This design comes from an exercise in tuning for small area and a short achievable clock period on the open sky130 flow, not from production work.
No driver is modelled on the clock port, so clock power and skew are understated where the tree is cut down; a real chip needs a root buffer or a tree.

// fifo_module
module fifo_module #(
    parameter WIDTH = 8,
    parameter DEPTH = 16,
    parameter ADDR_WIDTH = 4
) (
    input clk,
    input rst,
    input [WIDTH-1:0] data_in,
    input write_enable,
    input read_enable,
    output reg [WIDTH-1:0] data_out,
    output reg full,
    output reg empty
);
reg [WIDTH-1:0] mem_n [0:DEPTH-1];    
reg [3:0] lo_n, hi_n;                 
reg full_q, empty_q;                  
wire [3:0] lo_d, hi_d;
wire empty_d, full_d;
wire [DEPTH-1:0] mem_en;
fm_ctrl u_ctrl (
    .we(write_enable), .re(read_enable), .rst(rst),
    .lo_n(lo_n), .hi_n(hi_n), .empty(empty_q), .full(full_q),
    .lo_d(lo_d), .hi_d(hi_d), .empty_d(empty_d), .full_d(full_d)
);
always @(posedge clk) begin
    lo_n    <= lo_d;
    hi_n    <= hi_d;
    empty_q <= empty_d;
    full_q  <= full_d;
    empty   <= empty_d;
    full    <= full_d;
end
wire [WIDTH-1:0] din_n;
genvar k, b;
generate
    for (b = 0; b < WIDTH; b = b + 1) begin : g_din
        fm_inv u_inv (.a(data_in[b]), .y(din_n[b]));
    end
    for (k = 0; k < DEPTH; k = k + 1) begin : g_wen
        wire en_n;
        fm_nand2b u_en_n (.a_n(full_q), .b(write_enable), .y(en_n));
        fm_inv u_en (.a(en_n), .y(mem_en[k]));
    end
endgenerate
always @(posedge clk) begin
    if (mem_en[0])
        mem_n[0] <= din_n;
end
generate
    for (k = 1; k < DEPTH; k = k + 1) begin : g_shift
        always @(posedge clk) begin
            if (mem_en[k])
                mem_n[k] <= mem_n[k-1];
        end
    end
endgenerate
wire [DEPTH-1:0] sel;
generate
    for (k = 0; k < DEPTH; k = k + 1) begin : g_sel
        fm_nor2 u_sel (.a(lo_n[k % 4]), .b(hi_n[k / 4]), .y(sel[k]));
    end
endgenerate
wire den, den_n;
fm_nor3b u_den (.a(rst), .b(empty_q), .c_n(read_enable), .y(den));
  ...
Size: ~370 cells after synthesis, ~150 flip-flops, about 22 I/O pins.
==> module fifo_module, before the edit <==
module fifo_module #(
    parameter WIDTH = 8,
    parameter DEPTH = 16,
    parameter ADDR_WIDTH = 4
) (
    input clk,
    input rst,
    input [WIDTH-1:0] data_in,
    input write_enable,
    input read_enable,
    output reg [WIDTH-1:0] data_out,
    output reg full,
    output reg empty
);
reg [WIDTH-1:0] mem_n [0:DEPTH-1];    
reg [3:0] lo_n, hi_n;                 
reg full_q, empty_q;                  
wire [3:0] lo_d, hi_d;
wire empty_d, full_d;
wire [DEPTH-1:0] mem_en;
fm_ctrl u_ctrl (
    .we(write_enable), .re(read_enable), .rst(rst),
    .lo_n(lo_n), .hi_n(hi_n), .empty(empty_q), .full(full_q),
    .lo_d(lo_d), .hi_d(hi_d), .empty_d(empty_d), .full_d(full_d)
);
always @(posedge clk) begin
    lo_n    <= lo_d;
    hi_n    <= hi_d;
    empty_q <= empty_d;
    full_q  <= full_d;
    empty   <= empty_d;
    full    <= full_d;
end
wire [WIDTH-1:0] din_n;
genvar k, b;
generate
    for (b = 0; b < WIDTH; b = b + 1) begin : g_din
        fm_inv u_inv (.a(data_in[b]), .y(din_n[b]));
    end
    for (k = 0; k < DEPTH; k = k + 1) begin : g_wen
        wire en_n;
        fm_nand2b u_en_n (.a_n(full_q), .b(write_enable), .y(en_n));
        fm_inv u_en (.a(en_n), .y(mem_en[k]));
    end
endgenerate
always @(posedge clk) begin
    if (mem_en[0])
        mem_n[0] <= din_n;
end
generate
    for (k = 1; k < DEPTH; k = k + 1) begin : g_shift
        always @(posedge clk) begin
            if (mem_en[k])
                mem_n[k] <= mem_n[k-1];
        end
    end
endgenerate
wire [DEPTH-1:0] sel;
generate
    for (k = 0; k < DEPTH; k = k + 1) begin : g_sel
        fm_nor2 u_sel (.a(lo_n[k % 4]), .b(hi_n[k / 4]), .y(sel[k]));
    end
endgenerate
wire den, den_n;
fm_nor3b u_den (.a(rst), .b(empty_q), .c_n(read_enable), .y(den));
fm_or3b u_den_n (.a(rst), .b(empty_q), .c_n(read_enable), .y(den_n));
wire [WIDTH-1:0] oldest, dout_d;
generate
    for (b = 0; b < WIDTH; b = b + 1) begin : g_rd
        wire [7:0] t;
        wire [1:0] z;
        for (k = 0; k < 8; k = k + 1) begin : g_t
            fm_a22oi u_t (.a1(sel[2*k]), .a2(mem_n[2*k][b]), .b1(sel[2*k+1]), .b2(mem_n[2*k+1][b]), .y(t[k]));
        end
        fm_nand4 u_z0 (.a(t[0]), .b(t[1]), .c(t[2]), .d(t[3]), .y(z[0]));
        fm_nand4 u_z1 (.a(t[4]), .b(t[5]), .c(t[6]), .d(t[7]), .y(z[1]));
        fm_nor2 u_o (.a(z[0]), .b(z[1]), .y(oldest[b]));
        wire n0, n1;
        fm_nand2 u_n0 (.a(den), .b(oldest[b]), .y(n0));
        fm_nand2 u_n1 (.a(den_n), .b(data_out[b]), .y(n1));
        fm_nand2 u_d (.a(n0), .b(n1), .y(dout_d[b]));
    end
endgenerate
always @(posedge clk) begin
    data_out <= dout_d;
end
endmodule
==> module fm_ctrl, before the edit <==
module fm_ctrl (
    input we, input re, input rst,
    input [3:0] lo_n, input [3:0] hi_n, input empty, input full,
    output [3:0] lo_d, output [3:0] hi_d, output empty_d, output full_d
);
wire w, r, rst_n;
wire [2:0] up, dn, up_n, dn_n;
fm_nor2b  u_w  (.a(full), .b_n(we), .y(w));
fm_nor2b  u_r  (.a(empty), .b_n(re), .y(r));
genvar g;
generate
    for (g = 0; g < 3; g = g + 1) begin : g_ud
        fm_nor2b  u_up (.a(r), .b_n(w), .y(up[g]));
        fm_nor2b  u_dn (.a(w), .b_n(r), .y(dn[g]));
        fm_nand2b u_upn (.a_n(r), .b(w), .y(up_n[g]));
        fm_nand2b u_dnn (.a_n(w), .b(r), .y(dn_n[g]));
    end
endgenerate
fm_inv u_rst (.a(rst), .y(rst_n));
wire [3:0] hi_inc, hi_dec;
genvar i;
generate
    for (i = 0; i < 4; i = i + 1) begin : g_hi
        fm_mux2 u_inc (.a0(hi_n[(i + 3) % 4]), .a1(hi_n[i]), .s(lo_n[3]), .y(hi_inc[i]));
        fm_mux2 u_dec (.a0(hi_n[(i + 1) % 4]), .a1(hi_n[i]), .s(lo_n[0]), .y(hi_dec[i]));
    end
endgenerate
wire [7:0] cur = {hi_n, lo_n};
wire [7:0] inc = {hi_inc, lo_n[2:0], lo_n[3]};
wire [7:0] dec = {hi_dec, lo_n[0], lo_n[3:1]};
wire [7:0] nxt;
generate
    for (i = 0; i < 8; i = i + 1) begin : g_h
        wire t0, t1;
        fm_a22oi u_t0 (.a1(up[i / 4]), .a2(inc[i]), .b1(dn[i / 4]), .b2(dec[i]), .y(t0));
        fm_nand3 u_t1 (.a(up_n[i / 4]), .b(dn_n[i / 4]), .c(cur[i]), .y(t1));
        if (i % 4 == 3) begin : g_r0
            fm_a21oi u_o (.a1(t0), .a2(t1), .b1(rst), .y(nxt[i]));
        end else begin : g_r1
            fm_nand3 u_o (.a(t0), .b(t1), .c(rst_n), .y(nxt[i]));
        end
    end
endgenerate
assign lo_d = nxt[3:0];
assign hi_d = nxt[7:4];
wire h0, h14;
fm_nor2 u_h0 (.a(lo_n[0]), .b(hi_n[0]), .y(h0));
fm_nor2 u_h14 (.a(lo_n[2]), .b(hi_n[3]), .y(h14));
wire te, tf;
fm_a22oi u_te (.a1(empty), .a2(up_n[2]), .b1(dn[2]), .b2(h0), .y(te));
fm_nand2 u_e (.a(te), .b(rst_n), .y(empty_d));
fm_a22oi u_tf (.a1(full), .a2(dn_n[2]), .b1(up[2]), .b2(h14), .y(tf));
fm_nor2  u_f (.a(tf), .b(rst), .y(full_d));
endmodule
==> flow/config.mk <==
export PLATFORM = sky130hd
export DESIGN_NAME = fifo_module
export DESIGN_NICKNAME = fifo_module
export VERILOG_FILES = /design/flow/design.v
export SDC_FILE = /design/flow/constraint.sdc
export NUM_CORES = 4
export LEC_CHECK = 0
export CAP_MARGIN = 20
export CORE_MARGIN = 2
export CORE_UTILIZATION = 60
export SETUP_SLACK_MARGIN = 2.55
export SLEW_MARGIN = 20
export SYNTH_HIERARCHICAL = 1
export SYNTH_MINIMUM_KEEP_SIZE = 0
==> flow/constraint.sdc <==
create_clock -name core_clock -period 4.0 [get_ports {clk}]
set_input_delay 0.8000 -clock core_clock [delete_from_list [all_inputs] [get_ports {clk}]]
set_output_delay 0.8000 -clock core_clock [all_outputs]
set_load 0.01 [all_outputs]
standard.sh (not shown) runs the stock make flow with config.mk's settings and CLKGATE_MAP_FILE= SYNTH_SCRIPT=/design/flow/synth_recipe.tcl, a recipe that flattens the netlist after the stock synthesis.
==> flow/flow/run.sh <==
#!/bin/bash
# The standard layout, with three changes: port buffers of a fixed small
# cell, every cell downsized after floorplanning (the repair steps size up
# what needs it), and a clock tree built by hand in place of the tool's.
set -euo pipefail
FLOW_DIR=$(cd "$(dirname "${BASH_SOURCE[0]}")" && pwd)
export BUFFER_PORTS_ARGS="-buffer_cell sky130_fd_sc_hd__buf_2"
export POST_FLOORPLAN_TCL=$FLOW_DIR/downsize.tcl
export PRE_CTS_TCL=$FLOW_DIR/cts_pre.tcl
bash standard.sh > standard.log 2>&1
Other scripts of this flow, unchanged in this note and not shown: flow/flow/cts_pre.tcl, flow/flow/downsize.tcl, flow/flow/manual_cts.tcl
Next try:
--- a/flow/design.v
+++ b/flow/design.v
@@ -15,22 +15,23 @@
 reg [WIDTH-1:0] mem_n [0:DEPTH-1];    
 reg [3:0] lo_n, hi_n;                 
 reg full_q, empty_q;                  
 wire [3:0] lo_d, hi_d;
-wire empty_d, full_d;
+wire empty_d, full_d, empty_o_d, full_o_d;
 wire [DEPTH-1:0] mem_en;
 fm_ctrl u_ctrl (
     .we(write_enable), .re(read_enable), .rst(rst),
     .lo_n(lo_n), .hi_n(hi_n), .empty(empty_q), .full(full_q),
-    .lo_d(lo_d), .hi_d(hi_d), .empty_d(empty_d), .full_d(full_d)
+    .lo_d(lo_d), .hi_d(hi_d), .empty_d(empty_d), .full_d(full_d),
+    .empty_o_d(empty_o_d), .full_o_d(full_o_d)
 );
 always @(posedge clk) begin
     lo_n    <= lo_d;
     hi_n    <= hi_d;
     empty_q <= empty_d;
     full_q  <= full_d;
-    empty   <= empty_d;
-    full    <= full_d;
+    empty   <= empty_o_d;
+    full    <= full_o_d;
 end
 wire [WIDTH-1:0] din_n;
 genvar k, b;
 generate
@@ -87,9 +88,10 @@
 endmodule
 module fm_ctrl (
     input we, input re, input rst,
     input [3:0] lo_n, input [3:0] hi_n, input empty, input full,
-    output [3:0] lo_d, output [3:0] hi_d, output empty_d, output full_d
+    output [3:0] lo_d, output [3:0] hi_d, output empty_d, output full_d,
+    output empty_o_d, output full_o_d
 );
 wire w, r, rst_n;
 wire [2:0] up, dn, up_n, dn_n;
 fm_nor2b  u_w  (.a(full), .b_n(we), .y(w));
@@ -135,10 +137,12 @@
 fm_nor2 u_h14 (.a(lo_n[2]), .b(hi_n[3]), .y(h14));
 wire te, tf;
 fm_a22oi u_te (.a1(empty), .a2(up_n[2]), .b1(dn[2]), .b2(h0), .y(te));
 fm_nand2 u_e (.a(te), .b(rst_n), .y(empty_d));
+fm_nand2 u_eo (.a(te), .b(rst_n), .y(empty_o_d));
 fm_a22oi u_tf (.a1(full), .a2(dn_n[2]), .b1(up[2]), .b2(h14), .y(tf));
 fm_nor2  u_f (.a(tf), .b(rst), .y(full_d));
+fm_nor2  u_fo (.a(tf), .b(rst), .y(full_o_d));
 endmodule
 module fm_inv (input a, output y);
 assign y = ~a;
 endmodule
Result: The new run completed without violations; flip-flop and latch count came out higher by 2; register-to-register slack improved by 0.02 ns; die area climbs by 0.76%; clock skew drops by 0.0053 ns; worst setup slack gets better by 0.015 ns.
Function was not checked in any run of this note: the RTL went through the layout flow alone. No run of this note takes its clock network from TritonCTS; it comes from the design's own scripts or RTL.

---

fifo_module, a different RTL version from the one above (not shown whole).
For scale: about 150 flip-flops, about 6200 µm² of cells after synthesis.
==> module fifo_module, before the edit <==
module fifo_module #(
    parameter WIDTH = 8,
    parameter DEPTH = 16,
    parameter ADDR_WIDTH = 4
) (
    input clk,
    input rst,
    input [WIDTH-1:0] data_in,
    input write_enable,
    input read_enable,
    output reg [WIDTH-1:0] data_out,
    output reg full,
    output reg empty
);
reg [WIDTH-1:0] mem_n [0:DEPTH-1];    
reg [3:0] lo_n, hi_n;                 
reg full_q, empty_q;                  
wire [3:0] lo_d, hi_d;
wire empty_d, full_d, empty_o_d, full_o_d;
wire [DEPTH-1:0] mem_en;
fm_ctrl u_ctrl (
    .we(write_enable), .re(read_enable), .rst(rst),
    .lo_n(lo_n), .hi_n(hi_n), .empty(empty_q), .full(full_q),
    .lo_d(lo_d), .hi_d(hi_d), .empty_d(empty_d), .full_d(full_d),
    .empty_o_d(empty_o_d), .full_o_d(full_o_d)
);
always @(posedge clk) begin
    lo_n    <= lo_d;
    hi_n    <= hi_d;
    empty_q <= empty_d;
    full_q  <= full_d;
    empty   <= empty_o_d;
    full    <= full_o_d;
end
wire [WIDTH-1:0] din_n;
genvar k, b;
generate
    for (b = 0; b < WIDTH; b = b + 1) begin : g_din
        fm_inv u_inv (.a(data_in[b]), .y(din_n[b]));
    end
    for (k = 0; k < DEPTH; k = k + 1) begin : g_wen
        wire en_n;
        fm_nand2b u_en_n (.a_n(full_q), .b(write_enable), .y(en_n));
        fm_inv u_en (.a(en_n), .y(mem_en[k]));
    end
endgenerate
always @(posedge clk) begin
    if (mem_en[0])
        mem_n[0] <= din_n;
end
generate
    for (k = 1; k < DEPTH; k = k + 1) begin : g_shift
        always @(posedge clk) begin
            if (mem_en[k])
                mem_n[k] <= mem_n[k-1];
        end
    end
endgenerate
wire [DEPTH-1:0] sel;
generate
    for (k = 0; k < DEPTH; k = k + 1) begin : g_sel
        fm_nor2 u_sel (.a(lo_n[k % 4]), .b(hi_n[k / 4]), .y(sel[k]));
    end
endgenerate
wire den;
fm_nor3b u_den (.a(rst), .b(empty_q), .c_n(read_enable), .y(den));
wire [WIDTH-1:0] oldest, dout_d;
generate
    for (b = 0; b < WIDTH; b = b + 1) begin : g_rd
        wire [7:0] t;
        wire [1:0] z;
        for (k = 0; k < 8; k = k + 1) begin : g_t
            fm_a22oi u_t (.a1(sel[2*k]), .a2(mem_n[2*k][b]), .b1(sel[2*k+1]), .b2(mem_n[2*k+1][b]), .y(t[k]));
        end
        fm_nand4 u_z0 (.a(t[0]), .b(t[1]), .c(t[2]), .d(t[3]), .y(z[0]));
        fm_nand4 u_z1 (.a(t[4]), .b(t[5]), .c(t[6]), .d(t[7]), .y(z[1]));
        fm_nor2 u_o (.a(z[0]), .b(z[1]), .y(oldest[b]));
        wire n0, n1;
        fm_nand2 u_n0 (.a(den), .b(oldest[b]), .y(n0));
        fm_nand2b u_n1 (.a_n(den), .b(data_out[b]), .y(n1));
        fm_nand2 u_d (.a(n0), .b(n1), .y(dout_d[b]));
    end
endgenerate
always @(posedge clk) begin
    data_out <= dout_d;
end
endmodule
Settings: LEC_CHECK=0, CAP_MARGIN=20, CORE_MARGIN=2, CORE_UTILIZATION=60, SETUP_SLACK_MARGIN=2.55, SLEW_MARGIN=20, SYNTH_HIERARCHICAL=1, SYNTH_MINIMUM_KEEP_SIZE=0; clock period 4.0 ns.
Scripts as last shown in full above: flow/flow/run.sh
Other scripts of this flow, unchanged in this note and not shown: flow/flow/cts_pre.tcl, flow/flow/downsize.tcl, flow/flow/manual_cts.tcl
==> next run, changes <==
--- a/flow/design.v
+++ b/flow/design.v
@@ -37,12 +37,13 @@
 generate
     for (b = 0; b < WIDTH; b = b + 1) begin : g_din
         fm_inv u_inv (.a(data_in[b]), .y(din_n[b]));
     end
-    for (k = 0; k < DEPTH; k = k + 1) begin : g_wen
+    for (k = 0; k < DEPTH / 2; k = k + 1) begin : g_wen
         wire en_n;
         fm_nand2b u_en_n (.a_n(full_q), .b(write_enable), .y(en_n));
-        fm_inv u_en (.a(en_n), .y(mem_en[k]));
+        fm_inv u_en (.a(en_n), .y(mem_en[2*k]));
+        assign mem_en[2*k+1] = mem_en[2*k];
     end
 endgenerate
 always @(posedge clk) begin
     if (mem_en[0])
@@ -61,10 +62,14 @@
     for (k = 0; k < DEPTH; k = k + 1) begin : g_sel
         fm_nor2 u_sel (.a(lo_n[k % 4]), .b(hi_n[k / 4]), .y(sel[k]));
     end
 endgenerate
-wire den;
-fm_nor3b u_den (.a(rst), .b(empty_q), .c_n(read_enable), .y(den));
+wire [WIDTH/2-1:0] den;
+generate
+    for (b = 0; b < WIDTH / 2; b = b + 1) begin : g_den
+        fm_nor3b u_den (.a(rst), .b(empty_q), .c_n(read_enable), .y(den[b]));
+    end
+endgenerate
 wire [WIDTH-1:0] oldest, dout_d;
 generate
     for (b = 0; b < WIDTH; b = b + 1) begin : g_rd
         wire [7:0] t;
@@ -75,10 +80,10 @@
         fm_nand4 u_z0 (.a(t[0]), .b(t[1]), .c(t[2]), .d(t[3]), .y(z[0]));
         fm_nand4 u_z1 (.a(t[4]), .b(t[5]), .c(t[6]), .d(t[7]), .y(z[1]));
         fm_nor2 u_o (.a(z[0]), .b(z[1]), .y(oldest[b]));
         wire n0, n1;
-        fm_nand2 u_n0 (.a(den), .b(oldest[b]), .y(n0));
-        fm_nand2b u_n1 (.a_n(den), .b(data_out[b]), .y(n1));
+        fm_nand2 u_n0 (.a(den[b / 2]), .b(oldest[b]), .y(n0));
+        fm_nand2b u_n1 (.a_n(den[b / 2]), .b(data_out[b]), .y(n1));
         fm_nand2 u_d (.a(n0), .b(n1), .y(dout_d[b]));
     end
 endgenerate
 always @(posedge clk) begin
- The changed run ran to the end with no violations
- worst setup slack gains 0.018 ns
- via count is lower by 0.68%
- clock skew rises by 0.0043 ns
- sequential share of layout area fell by 0.87 points
- hold slack gets worse by 0.012 ns
- design area rises by 1.5%
- area after synthesis went down by 0.69%
- die area is lower by 0.66%
Function was not checked in any run of this note: the RTL went through the layout flow alone. In every run of this note, the design's own scripts or RTL, not TritonCTS, make the clock network.

==> what the ideal ports hide <==
In the flow no input, the clock included, has a driving cell. The finished layouts below were timed again as built, in two steps.
Step 1 (the two cells are an assumption about what drives the block):
set clk [get_ports {clk}]
set_driving_cell -lib_cell sky130_fd_sc_hd__clkbuf_16 $clk
set_driving_cell -lib_cell sky130_fd_sc_hd__buf_2 [delete_from_list [all_inputs] $clk]
Step 2 moves the port delays by t, midway between the first and last clock arrival at a register: inputs arrive t later, outputs are due t later. That takes back most of the time a late clock gives input paths.
Three values: no drivers, after step 1, after step 2; two values: the first two.
run	t, ns	slack for setup (ns)	worst data-port slew with drivers (ns)	pins driven straight from the clock port
the first run of note 1	0.284	2.478 / 2.407 / 2.191	0.13	4
the second run of note 1	0.295	2.494 / 2.431 / 2.213	0.06	4
the first run of note 2	0.227	2.535 / 2.501 / 2.290	0.12	4
the second run of note 2	0.232	2.553 / 2.459 / 2.372	0.07	4
After both steps setup and hold are still met in every run listed. For the first run of note 1, which loses most, drivers alone change the setup slack by -0.071 ns; drivers and shift together by -0.287 ns.
